What follows belongs to an exercise in optimizing a design on an open flow for small area; a production flow would make more cautious choices. No activity file was given, so power comes from the tool's default toggle rates.

## v25
==> flow/design.v (excerpt) <==
module lms_filter #(
    parameter DW = 16,
    parameter M  = 32,
    parameter MU = 16'd32     
)(
    input wire clk,
    input wire rst_n,
    input wire signed [DW-1:0] pcm_in,
    input wire pcm_valid,
    input wire speech,
    output reg signed [DW-1:0] pcm_out,
    output reg pcm_out_valid
);
Size: ~2,400 cells after synthesis, about 1,100 flip-flops, roughly 32,000 um^2 of cells after synthesis.
Settings: LEC_CHECK=0, CAP_MARGIN=20, CORE_MARGIN=2, CORE_UTILIZATION=70, CTS_BUF_LIST=sky130_fd_sc_hd__clkbuf_16, CTS_CLUSTER_DIAMETER=60, CTS_CLUSTER_SIZE=25, PLACE_DENSITY=0.8, SLEW_MARGIN=20; clock period 14.0 ns.
run.sh (not shown) runs the stock make flow with config.mk's settings and CLKGATE_MAP_FILE= SYNTH_SCRIPT=/design/flow/synth_recipe.tcl, a recipe that flattens the netlist after the stock synthesis.
v25: no failed stages, no open violations at the end
Edits applied to the flow inputs when going from v25 to v5:
diff --git a/flow/config.mk b/flow/config.mk
--- a/flow/config.mk
+++ b/flow/config.mk
@@ -11,3 +11 @@
-export CTS_BUF_LIST = sky130_fd_sc_hd__clkbuf_16
-export CTS_CLUSTER_DIAMETER = 60
-export CTS_CLUSTER_SIZE = 25
+export CTS_BUF_LIST = sky130_fd_sc_hd__clkbuf_4
==> comparison <==
Relative to v25, clock insertion delay at the later pin of the skew report has increased by 0.46 ns in v5. As of v5, number of global-route vias before repair had risen by a little under 10% compared to v25. Cmp v5 vs v25: clock-pin slew of the registers on the worst-case setup and hold paths lower in v5. Per the comparison of v5 with v25, reported clock group power shows an increase of about 30%; wire length of the first global-routing pass went up. A startpoint of the worst setup timing path of upd is what v5 shows, while s0 belongs to v25. v5: post-route total power 0.00055 W above v25. Summary: worst slew margin relative to its limit, v5 worse than v25.
Inputs modified between v5 and v43:
diff --git a/flow/config.mk b/flow/config.mk
--- a/flow/config.mk
+++ b/flow/config.mk
@@ -8 +8 @@
-export CAP_MARGIN = 20
+export CAP_MARGIN = 0
@@ -11 +11,3 @@
-export CTS_BUF_LIST = sky130_fd_sc_hd__clkbuf_4
+export CTS_BUF_LIST = sky130_fd_sc_hd__clkbuf_8
+export CTS_CLUSTER_DIAMETER = 50
+export CTS_CLUSTER_SIZE = 20
@@ -13 +15 @@
-export SLEW_MARGIN = 20
+export SLEW_MARGIN = 0
### Flow results
Looking at launching instance or port of the critical path, the upd result is from v5; the s0 one comes from v43.
Comparing v43 and v5, the lower number of standard cells in the layout, taps in and fillers out was measured on v43.
NOTE: total wire length in v43 falls short of that of v5
Area added between synthesis and finish: v43 and v5 compared, lower one is v43
The combinational group share of total power on v5 is in line with that on v43.
Modified inputs, v30 compared to v43
diff --git a/flow/config.mk b/flow/config.mk
--- a/flow/config.mk
+++ b/flow/config.mk
@@ -8 +8 @@
-export CAP_MARGIN = 0
+export CAP_MARGIN = 20
@@ -11,2 +11 @@
-export CTS_BUF_LIST = sky130_fd_sc_hd__clkbuf_8
-export CTS_CLUSTER_DIAMETER = 50
+export CTS_BUF_LIST = sky130_fd_sc_hd__clkbuf_2 sky130_fd_sc_hd__clkbuf_4 sky130_fd_sc_hd__clkbuf_8
@@ -15 +14 @@
-export SLEW_MARGIN = 0
+export SLEW_MARGIN = 20
Notes after the runs:
Diff v43 -> v30: clock power share saw an increase, met3 layer wire length in the routed design +540 um, sequential share of layout area decreased by 3.3 points relative to the old numbers, core utilization rose 4.1 points, routed wire length climbed 6800 um.
v30 vs v43 — areal power density over the cells rose about 16%.
Comparing v30 and v43, the lower non-clock buffer area fraction after layout was measured on v30.
No functional check of the RTL was part of any run of this note.

* * *

Starting RTL as in the previous note.
Settings: LEC_CHECK=0, CAP_MARGIN=20, CORE_MARGIN=2, CORE_UTILIZATION=70, CTS_BUF_LIST=sky130_fd_sc_hd__clkbuf_8, CTS_CLUSTER_DIAMETER=50, CTS_CLUSTER_SIZE=20, PLACE_DENSITY=0.8, SLEW_MARGIN=20; clock period 14.0 ns.
Next try:
==> flow/config.mk (replaced) <==
export PLATFORM = sky130hd
export DESIGN_NAME = lms_filter
export DESIGN_NICKNAME = lms_filter
export VERILOG_FILES = /design/flow/design.v
export SDC_FILE = /design/flow/constraint.sdc
export NUM_CORES = 8
export LEC_CHECK = 0
export CAP_MARGIN = 20
export CORE_MARGIN = 2
export CORE_UTILIZATION = 45
export SLEW_MARGIN = 20
Effect: Worst setup slack loses 0.032 ns; critical path depth is lower by 1; clock skew is higher by 0.010 ns; wire length is lower by 4.6%; via count is lower by 1.2%.
Function was not checked in any run of this note: the RTL went through the layout flow alone.

-- static timing again, ports no longer ideal --
The results above use ideal ports. As a check the final layouts listed here were re-extracted and re-timed, cells and wires unchanged. Step 1 assumes that a clkbuf_16 drives the clock port and a buf_2 every other input. Step 2 times the ports against the registers' clock, not the clock port: input delays grow and output delays shrink by t, the midpoint of the rising clock arrivals with the driver on. a / b / c = ideal ports / drivers / drivers and shift; a / b = the first two.
run | shift t [ns] | setup slack, ns | worst hold slack (ns) | worst setup path at the end
v25 | 0.683 | 0.459 / 0.459 / 0.459 | 0.313 / 0.313 / 0.313 | register to register
v5 | 1.143 | 0.449 / 0.449 / 0.449 | 0.304 / 0.304 / 0.304 | register to register
v43 | 0.730 | 0.443 / 0.443 / 0.443 | 0.308 / 0.308 / 0.308 | register to register
v30 | 0.861 | 0.344 / 0.344 / 0.344 | 0.313 / 0.313 / 0.313 | register to register
the first run of note 2 | 0.728 | 0.403 / 0.403 / 0.403 | 0.308 / 0.308 / 0.308 | register to register
the second run of note 2 | 0.716 | 0.371 / 0.371 / 0.371 | 0.306 / 0.306 / 0.306 | register to register
After both steps every run listed still meets setup and hold.
